Context: an optimization exercise on an open-source flow, tuned for small area and a short achievable clock period. The choices shown serve that exercise and are no tape-out recipe. The RTL was checked by simulation tests, not by an equivalence proof against the original design.

Setup of north:
## hsv2rgb_pipe
module hsv2rgb_pipe (
        input clk,
        input rst_n,
        input in_valid,
        input [7:0] h,
        input [7:0] s,
        input [7:0] v,
        output reg out_valid,
        output reg [7:0] r,
        output reg [7:0] g,
        output reg [7:0] b
    );
Size: roughly 780 cells after synthesis, about 110 flip-flops, ~0.0083 mm^2 of cells after synthesis.
export LEC_CHECK = 0
export CAP_MARGIN = 20
export CORE_MARGIN = 2
export CORE_UTILIZATION = 40
export CTS_BUF_LIST = sky130_fd_sc_hd__clkbuf_8
export SLEW_MARGIN = 20
export SYNTH_HIERARCHICAL = 1
export SYNTH_MINIMUM_KEEP_SIZE = 0
create_clock -name core_clock -period 15.0 [get_ports {clk}]
standard.sh (not shown) runs the stock make flow with config.mk's settings and CLKGATE_MAP_FILE= SYNTH_SCRIPT=/design/flow/synth_recipe.tcl, a recipe that flattens the netlist after the stock synthesis.
==> flow/flow/run.sh <==
#!/bin/bash
set -euo pipefail
export BUFFER_PORTS_ARGS="-buffer_cell sky130_fd_sc_hd__buf_1"
bash standard.sh SETUP_SLACK_MARGIN=10.7 finish > standard.log 2>&1
The following lists how south was set up differently from north:
==> flow/flow/run.sh <==
#!/bin/bash
# The standard layout (standard.sh), with plain buffers on the ports
# instead of the delay buffers buffer_ports picks by default.
set -euo pipefail
export BUFFER_PORTS_ARGS="-buffer_cell sky130_fd_sc_hd__buf_1"
bash standard.sh SETUP_SLACK_MARGIN=11.1 finish > standard.log 2>&1
Findings:
[south] number of clock-tree buffers in the layout fell 1 relative to north
Re number of levels in the clock H-tree: no difference whatsoever between south and north.
Relative to north, area taken by multi-input logic gates has increased by 7.4% in south.
Input changes introduced in east (baseline for comparison: south):
-- flow/flow/run.sh --
<<< south, line 6
bash standard.sh SETUP_SLACK_MARGIN=11.1 finish > standard.log 2>&1
>>> east, line 6
bash standard.sh SETUP_SLACK_MARGIN=10.9 finish > standard.log 2>&1
==> notes.md <==
Relative to south, the final cell area reported for east is lower. The final reports for east and south show area added between synthesis and finish lower in the former. Summary of east over south: standard cell area after detailed placement fell 34 um^2, number of cells in the design after placement stayed essentially flat.
Input-level comparison between west and east:
# east
export LEC_CHECK = 0
export CAP_MARGIN = 20
export CORE_MARGIN = 2
export CORE_UTILIZATION = 40
export CTS_BUF_LIST = sky130_fd_sc_hd__clkbuf_8
export SLEW_MARGIN = 20
export SYNTH_HIERARCHICAL = 1
export SYNTH_MINIMUM_KEEP_SIZE = 0
create_clock -name core_clock -period 15.0 [get_ports {clk}]
# west
export LEC_CHECK = 0
export CAP_MARGIN = 20
export CORE_MARGIN = 2
export CORE_UTILIZATION = 40
export SLEW_MARGIN = 20
export SYNTH_HIERARCHICAL = 1
export SYNTH_MINIMUM_KEEP_SIZE = 0
create_clock -name core_clock -period 15.0 [get_ports {clk}]
==> flow/flow/run.sh <==
#!/bin/bash
# The standard layout (standard.sh), with plain buffers on the ports
# instead of the delay buffers buffer_ports picks by default, and timing
# repair aiming for 11 ns of setup slack at the design's clock period.
set -euo pipefail
export BUFFER_PORTS_ARGS="-buffer_cell sky130_fd_sc_hd__buf_2"
bash standard.sh SETUP_SLACK_MARGIN=11 finish > standard.log 2>&1
Diff east -> west | maximum fanout along the worst path | increase of 4
The core of west is more densely filled than that of east.
Top achievable clock speed: east and west compared, lower one is east
Comparing east and west, the lower area of combinational cells with multiple inputs is on east.
Summary of the comparison: post-synthesis to final-layout area growth is higher in west, relative to east.
Edits applied to the flow inputs when going from west to middle:
# west
export LEC_CHECK = 0
export CAP_MARGIN = 20
export CORE_MARGIN = 2
export CORE_UTILIZATION = 40
export SLEW_MARGIN = 20
export SYNTH_HIERARCHICAL = 1
export SYNTH_MINIMUM_KEEP_SIZE = 0
create_clock -name core_clock -period 15.0 [get_ports {clk}]
# middle
export LEC_CHECK = 0
export CAP_MARGIN = 20
export CORE_MARGIN = 2
export CORE_UTILIZATION = 40
export CTS_BUF_LIST = sky130_fd_sc_hd__clkbuf_8
export SLEW_MARGIN = 20
export SYNTH_HIERARCHICAL = 1
export SYNTH_MINIMUM_KEEP_SIZE = 0
create_clock -name core_clock -period 15.0 [get_ports {clk}]
==> flow/flow/run.sh <==
#!/bin/bash
# The standard layout (standard.sh), with plain buffers on the ports
# instead of the delay buffers buffer_ports picks by default.
set -euo pipefail
export BUFFER_PORTS_ARGS="-buffer_cell sky130_fd_sc_hd__buf_1"
bash standard.sh SETUP_SLACK_MARGIN=10.7 finish > standard.log 2>&1
[summary]
- Both conditions hold for middle: the flow ran to the end and the final layout passed the timing, design-rule and antenna checks.
- Maximum clock frequency ends up higher on west.
- First-pass GRT wire length, middle and west, lower one = middle.
- The met1 capacity usage during global routing was comparable across middle and west.
- Changes observed in middle relative to west: fill cell instance count of the final layout increased 64; cell area fell by 6.7%.
- Routed wire length of middle falls short of that of west by a few percent.
- When middle is measured against west, its worst hold margin turns out 0.0038 ns higher.
- middle: delay contributed by the slowest stage of the critical path is 0.02 ns higher than what west reported.
- west reports its critical path startpoint as nu2[6] while middle reports v2[0].
- Detailed route, middle vs west: via total lower for middle

========
Another version of the RTL of hsv2rgb_pipe (not shown whole).
Size in the first run: ~820 cells after synthesis, about 52 I/O pins.
Design hsv2rgb_pipe, start of the top module:
module hsv2rgb_pipe (
        input clk,
        input rst_n,
        input in_valid,
        input [7:0] h,
        input [7:0] s,
        input [7:0] v,
        output reg out_valid,
        output reg [7:0] r,
        output reg [7:0] g,
        output reg [7:0] b
    );
export LEC_CHECK = 0
export CAP_MARGIN = 20
export CORE_MARGIN = 2
export CORE_UTILIZATION = 40
export CTS_BUF_LIST = sky130_fd_sc_hd__clkbuf_8 sky130_fd_sc_hd__clkbuf_16
export SLEW_MARGIN = 20
export SYNTH_HIERARCHICAL = 1
export SYNTH_MINIMUM_KEEP_SIZE = 0
create_clock -name core_clock -period 15.0 [get_ports {clk}]
==> flow/flow/run.sh <==
#!/bin/bash
set -euo pipefail
export BUFFER_PORTS_ARGS="-buffer_cell sky130_fd_sc_hd__buf_1"
bash standard.sh SETUP_SLACK_MARGIN=10.7 finish > standard.log 2>&1
Edit:
==> flow/flow/run.sh (replaced) <==
#!/bin/bash
set -euo pipefail
export BUFFER_PORTS_ARGS="-buffer_cell sky130_fd_sc_hd__buf_1"
bash standard.sh SETUP_SLACK_MARGIN=11.05 finish > standard.log 2>&1
- CTS_BUF_LIST: sky130_fd_sc_hd__clkbuf_8 sky130_fd_sc_hd__clkbuf_16 -> not set
- The new run finished with timing, DRC and antenna clean
- register-to-register slack gets better by 0.27 ns
- worst hold slack stays flat
- global-route usage came out higher by 0.11 points
- maximum frequency rises by about 6%
- cell count rises by about 1.4%
- count of clock-buffer cells in the layout does not change
- cell area rose by 3.0%
- clock skew came out lower by 0.0033 ns
- core utilization came out higher by 1.4 points

========
Another version of the RTL of hsv2rgb_pipe (not shown whole).
Size: ~81 flip-flops, roughly 52 I/O pins.
// hsv2rgb_pipe
module hsv2rgb_pipe (
        input clk,
        input rst_n,
        input in_valid,
        input [7:0] h,
        input [7:0] s,
        input [7:0] v,
        output reg out_valid,
        output reg [7:0] r,
        output reg [7:0] g,
        output reg [7:0] b
    );
export LEC_CHECK = 0
export CAP_MARGIN = 20
export CORE_MARGIN = 2
export CORE_UTILIZATION = 40
export SLEW_MARGIN = 20
create_clock -name core_clock -period 15.0 [get_ports {clk}]
run.sh (not shown) runs the stock make flow with config.mk's settings and CLKGATE_MAP_FILE= SYNTH_SCRIPT=/design/flow/synth_recipe.tcl, a recipe that flattens the netlist after the stock synthesis.
Stock flow here: none of the scripts above is used.
Then changed:
==> flow/flow/run.sh (new file) <==
#!/bin/bash
# The standard layout, with plain buffers on the ports, and timing repair
# aiming for setup slack of 11 ns at the design's clock period.
set -euo pipefail
export BUFFER_PORTS_ARGS="-buffer_cell sky130_fd_sc_hd__buf_2"
bash standard.sh SETUP_SLACK_MARGIN=11 finish > standard.log 2>&1
==> flow/standard.sh (new file) <==
#!/bin/bash
# synth_recipe.tcl (not shown) runs the flow's synth.tcl, then flattens the netlist and writes it again
# the make line also repeats each setting of config.mk as NAME=value (left out here)
make -C /OpenROAD-flow-scripts/flow DESIGN_CONFIG=/design/flow/config.mk WORK_HOME=/design/flow/orfs CLKGATE_MAP_FILE= SYNTH_SCRIPT=/design/flow/synth_recipe.tcl "${@:-finish}"
removed: flow/run.sh
The changed run passed the timing, design-rule and antenna checks.
Maximum frequency rose by 14%.
Global-route usage rose by 0.84 points.
Non-clock buffer count rose by 43.
Die area stays the same.
Then changed:
==> flow/run.sh (new file) <==
#!/bin/bash
# synth_recipe.tcl (not shown) runs the flow's synth.tcl, then flattens the netlist and writes it again
# the make line also repeats each setting of config.mk as NAME=value (left out here)
make -C /OpenROAD-flow-scripts/flow DESIGN_CONFIG=/design/flow/config.mk WORK_HOME=/design/flow/orfs CLKGATE_MAP_FILE= SYNTH_SCRIPT=/design/flow/synth_recipe.tcl finish
- SYNTH_HIERARCHICAL: unset -> 1
- SYNTH_MINIMUM_KEEP_SIZE: unset -> 0
removed: flow/flow/run.sh
removed: flow/standard.sh
The changed run finished clean. Utilization goes down by 4.0 points. Area after synthesis went up by a few percent. Die area rises by a few percent.
Then changed:
==> flow/flow/run.sh (new file) <==
#!/bin/bash
# The standard layout, with plain buffers on the ports instead of the
# delay buffers buffer_ports picks by default.
set -euo pipefail
export BUFFER_PORTS_ARGS="-buffer_cell sky130_fd_sc_hd__buf_2"
bash standard.sh > standard.log 2>&1
==> flow/standard.sh (new file) <==
#!/bin/bash
# synth_recipe.tcl (not shown) runs the flow's synth.tcl, then flattens the netlist and writes it again
# the make line also repeats each setting of config.mk as NAME=value (left out here)
make -C /OpenROAD-flow-scripts/flow DESIGN_CONFIG=/design/flow/config.mk WORK_HOME=/design/flow/orfs CLKGATE_MAP_FILE= SYNTH_SCRIPT=/design/flow/synth_recipe.tcl "${@:-finish}"
- SYNTH_HIERARCHICAL: 1 -> unset
- SYNTH_MINIMUM_KEEP_SIZE: 0 -> unset
removed: flow/run.sh
Outcome: Clock-buffer cell count rose by 3. Non-clock buffer count went up by 2. Core utilization fell by 0.80 points. Synthesized cell count goes up by 15%. Maximum frequency grows by 17%. Via count climbs by 2.9%. Design area went down by 5.1%.
Then changed:
==> flow/flow/run.sh (replaced) <==
#!/bin/bash
# The standard layout, with plain buffers on the ports, and timing repair
# aiming for setup slack of 10 ns at the design's clock period.
set -euo pipefail
export BUFFER_PORTS_ARGS="-buffer_cell sky130_fd_sc_hd__buf_2"
bash standard.sh SETUP_SLACK_MARGIN=10 finish > standard.log 2>&1
Clock-buffer cell count drops by 3.
Worst hold slack stays flat.
Worst setup slack is better by 0.29 ns.
Utilization climbs by 1.3 points.
Design area came out higher by 2.8%.
Clock skew stays flat.

========
hsv2rgb_pipe with an RTL version that a note above also has.
Size: roughly 980 cells after synthesis.
==> flow/config.mk <==
export PLATFORM = sky130hd
export DESIGN_NAME = hsv2rgb_pipe
export DESIGN_NICKNAME = hsv2rgb_pipe
export VERILOG_FILES = /design/flow/design.v
export SDC_FILE = /design/flow/constraint.sdc
export NUM_CORES = 4
export LEC_CHECK = 0
export ABC_AREA = 1
export CAP_MARGIN = 20
export CORE_MARGIN = 2
export CORE_UTILIZATION = 40
export SLEW_MARGIN = 20
export SYNTH_HIERARCHICAL = 1
export SYNTH_MINIMUM_KEEP_SIZE = 0
==> flow/constraint.sdc <==
create_clock -name core_clock -period 15.0 [get_ports {clk}]
set_input_delay 3.0000 -clock core_clock [delete_from_list [all_inputs] [get_ports {clk}]]
set_output_delay 3.0000 -clock core_clock [all_outputs]
set_load 0.01 [all_outputs]
standard.sh (not shown) runs the stock make flow with config.mk's settings and CLKGATE_MAP_FILE= SYNTH_SCRIPT=/design/flow/synth_recipe.tcl, a recipe that flattens the netlist after the stock synthesis.
==> flow/flow/run.sh <==
#!/bin/bash
set -euo pipefail
export BUFFER_PORTS_ARGS="-buffer_cell sky130_fd_sc_hd__buf_1"
bash standard.sh SETUP_SLACK_MARGIN=10.8 finish > standard.log 2>&1
The starting point went through all stages and came out clean.
Then changed:
Settings changed: ABC_AREA 1 to not set.
Result: Register-to-register slack loses 0.11 ns. Area after synthesis came out lower by 2.6%. Global-route usage is about the same. Hold slack barely changes. Non-clock buffer count came out higher by 7. Critical path depth came out lower by 3. Worst setup slack loses 0.11 ns.

========
Starting RTL as in the previous note.
export LEC_CHECK = 0
export ABC_AREA = 1
export CAP_MARGIN = 20
export CORE_MARGIN = 2
export CORE_UTILIZATION = 40
export SLEW_MARGIN = 20
export SYNTH_HIERARCHICAL = 1
export SYNTH_MINIMUM_KEEP_SIZE = 0
create_clock -name core_clock -period 15.0 [get_ports {clk}]
==> flow/flow/run.sh <==
#!/bin/bash
set -euo pipefail
export BUFFER_PORTS_ARGS="-buffer_cell sky130_fd_sc_hd__buf_1"
bash standard.sh SETUP_SLACK_MARGIN=11.1 finish > standard.log 2>&1
==> next run, changes <==
==> flow/flow/run.sh (replaced) <==
#!/bin/bash
set -euo pipefail
export BUFFER_PORTS_ARGS="-buffer_cell sky130_fd_sc_hd__buf_1"
bash standard.sh SETUP_SLACK_MARGIN=11.2 finish > standard.log 2>&1
- ABC_AREA: 1 -> unset
Effect:
- final cell count is lower by 8.3%
- worst setup slack gains 0.0045 ns
- fmax is about the same
- via count is lower by 1.4%
- global-route usage is higher by 0.46 points
- routed wire length is higher by 6.2%
- final area is higher by 7.7%
- clock skew stays flat
- critical path depth stays the same
==> next run, changes <==
==> flow/flow/run.sh (replaced) <==
#!/bin/bash
set -euo pipefail
export BUFFER_PORTS_ARGS="-buffer_cell sky130_fd_sc_hd__buf_1"
bash standard.sh SETUP_SLACK_MARGIN=10.95 finish > standard.log 2>&1
- ABC_AREA: unset -> 1
- PLACE_DENSITY: unset -> 0.8
Outcome:
- The changed run completed without violations
- die area grows by about 2.6%
- setup slack degrades by 0.014 ns
- global-route usage shrinks by 1.3 points
==> next run, changes <==
==> flow/flow/run.sh (replaced) <==
#!/bin/bash
set -euo pipefail
export BUFFER_PORTS_ARGS="-buffer_cell sky130_fd_sc_hd__buf_1"
bash standard.sh SETUP_SLACK_MARGIN=10.7 finish > standard.log 2>&1
- ABC_AREA: 1 -> unset
- PLACE_DENSITY: 0.8 -> unset
Result: Worst setup slack loses 0.24 ns. Via count is lower by 9.4%. Wire length is higher by 2.3%. Final cell count is lower by 12%. Design area is lower by 1.5%.
==> next run, changes <==
==> flow/flow/run.sh (replaced) <==
#!/bin/bash
set -euo pipefail
export BUFFER_PORTS_ARGS="-buffer_cell sky130_fd_sc_hd__buf_1"
bash standard.sh SETUP_SLACK_MARGIN=10.95 finish > standard.log 2>&1
- ABC_AREA: unset -> 1
- CAP_MARGIN: 20 -> 5
- SLEW_MARGIN: 20 -> 5
Effect:
- via count rises by 6.3%
- clock skew drops by 0.0074 ns
- hold slack is worse by 0.0039 ns
- die area went up by 2.6%
- wire length is about the same
- global-route usage stays flat
- worst setup slack improved by 0.25 ns
- utilization fell by 0.82 points
- first-iteration DRC count falls by 15%

========
the reference run:
hsv2rgb_pipe again, from the RTL that the note above started with.
==> flow/config.mk <==
export PLATFORM = sky130hd
export DESIGN_NAME = hsv2rgb_pipe
export DESIGN_NICKNAME = hsv2rgb_pipe
export VERILOG_FILES = /design/flow/design.v
export SDC_FILE = /design/flow/constraint.sdc
export NUM_CORES = 4
export LEC_CHECK = 0
export CAP_MARGIN = 20
export CORE_MARGIN = 2
export CORE_UTILIZATION = 40
export CTS_BUF_LIST = sky130_fd_sc_hd__clkbuf_8
export SLEW_MARGIN = 20
export SYNTH_HIERARCHICAL = 1
export SYNTH_MINIMUM_KEEP_SIZE = 0
==> flow/constraint.sdc <==
create_clock -name core_clock -period 15.0 [get_ports {clk}]
set_input_delay 3.0000 -clock core_clock [delete_from_list [all_inputs] [get_ports {clk}]]
set_output_delay 3.0000 -clock core_clock [all_outputs]
set_load 0.01 [all_outputs]
==> flow/flow/run.sh <==
#!/bin/bash
set -euo pipefail
export BUFFER_PORTS_ARGS="-buffer_cell sky130_fd_sc_hd__buf_1"
bash standard.sh SETUP_SLACK_MARGIN=10.7 finish > standard.log 2>&1
Per the final summary, the reference run finished and its layout is clean on timing, DRC and antenna.
### the reference run -> the trial run
# the reference run
export LEC_CHECK = 0
export CAP_MARGIN = 20
export CORE_MARGIN = 2
export CORE_UTILIZATION = 40
export CTS_BUF_LIST = sky130_fd_sc_hd__clkbuf_8
export SLEW_MARGIN = 20
export SYNTH_HIERARCHICAL = 1
export SYNTH_MINIMUM_KEEP_SIZE = 0
create_clock -name core_clock -period 15.0 [get_ports {clk}]
# the trial run
export LEC_CHECK = 0
export ABC_AREA = 1
export CAP_MARGIN = 20
export CORE_MARGIN = 2
export CORE_UTILIZATION = 40
export SLEW_MARGIN = 20
export SYNTH_HIERARCHICAL = 1
export SYNTH_MINIMUM_KEEP_SIZE = 0
create_clock -name core_clock -period 15.0 [get_ports {clk}]
==> flow/flow/run.sh <==
#!/bin/bash
set -euo pipefail
export BUFFER_PORTS_ARGS="-buffer_cell sky130_fd_sc_hd__buf_1"
bash standard.sh SETUP_SLACK_MARGIN=10.95 finish > standard.log 2>&1
Notes after the runs:
- Higher growth of design area from synthesis to finish goes to the reference run over the trial run.
- Compared with the reference run, the trial run shows a higher placed instance count.
- Die area: the trial run > the reference run
- Pin slew with the least headroom to its limit is lower on the trial run
- Between the reference run and the trial run, the flow reports final area increasing by a few percent.
- Number of multi-input combinational cells in the trial run is 59 above the reference run.
- The reference run → the trial run: average vias per placed instance fell by about 7%; post-synthesis share of cell area spent on xor and xnor gates rose by 0.42 points; arrival time at the worst endpoint fell by 3.52 ns.
- Higher minimum setup slack among reg-to-reg paths goes to the trial run over the reference run.

==> what the ideal ports hide <==
The results above use ideal ports. As a check the final layouts listed here were re-extracted and re-timed, cells and wires unchanged.
Step 1 assumes that a clkbuf_16 drives the clock port and a buf_2 every other input.
Step 2 moves the port delays by t, midway between the first and last clock arrival at a register: inputs arrive t later, outputs are due t later. That takes back most of the time a late clock gives input paths.
a / b / c = no drivers / after step 1 / after step 2; a / b = the first two.
run	shift t [ns]	setup WS [ns]	hold WS [ns]
north	0.409	10.859 / 10.859 / 10.859	0.330 / 0.330 / 0.330
south	0.417	10.942 / 10.942 / 10.942	0.328 / 0.328 / 0.328
east	0.413	10.968 / 10.968 / 10.968	0.330 / 0.330 / 0.330
west	0.389	11.010 / 11.010 / 11.010	0.326 / 0.326 / 0.326
middle	0.409	10.859 / 10.859 / 10.859	0.330 / 0.330 / 0.330
the first run of note 2	0.401	10.903 / 10.903 / 10.903	0.345 / 0.345 / 0.345
the second run of note 2	0.399	11.135 / 11.091 / 11.169	0.347 / 0.347 / 0.347
the first run of note 3	0.380	9.108 / 9.128 / 8.748	0.326 / 0.326 / 0.326
the second run of note 3	0.391	9.854 / 9.831 / 9.440	0.334 / 0.334 / 0.334
the third run of note 3	0.391	8.577 / 8.597 / 8.206	0.334 / 0.334 / 0.334
the fourth run of note 3	0.383	9.513 / 9.539 / 9.156	0.334 / 0.334 / 0.334
the fifth run of note 3	0.384	9.807 / 9.791 / 9.407	0.331 / 0.331 / 0.331
the first run of note 4	0.397	11.072 / 11.072 / 11.072	0.346 / 0.346 / 0.346
the second run of note 4	0.400	10.957 / 10.957 / 10.957	0.344 / 0.344 / 0.344
the first run of note 5	0.396	11.155 / 11.111 / 11.283	0.341 / 0.341 / 0.341
the second run of note 5	0.392	11.159 / 11.115 / 11.160	0.323 / 0.323 / 0.323
the third run of note 5	0.396	11.145 / 11.111 / 11.145	0.340 / 0.340 / 0.340
the fourth run of note 5	0.401	10.903 / 10.903 / 10.903	0.345 / 0.345 / 0.345
the fifth run of note 5	0.397	11.154 / 11.110 / 11.172	0.341 / 0.341 / 0.341
the reference run	0.426	10.892 / 10.892 / 10.892	0.350 / 0.350 / 0.350
the trial run	0.397	11.154 / 11.110 / 11.172	0.341 / 0.341 / 0.341
After both steps setup and hold are still met in every run listed. For the second run of note 3, which loses most, drivers alone change the setup slack by -0.023 ns; drivers and shift together by -0.414 ns.
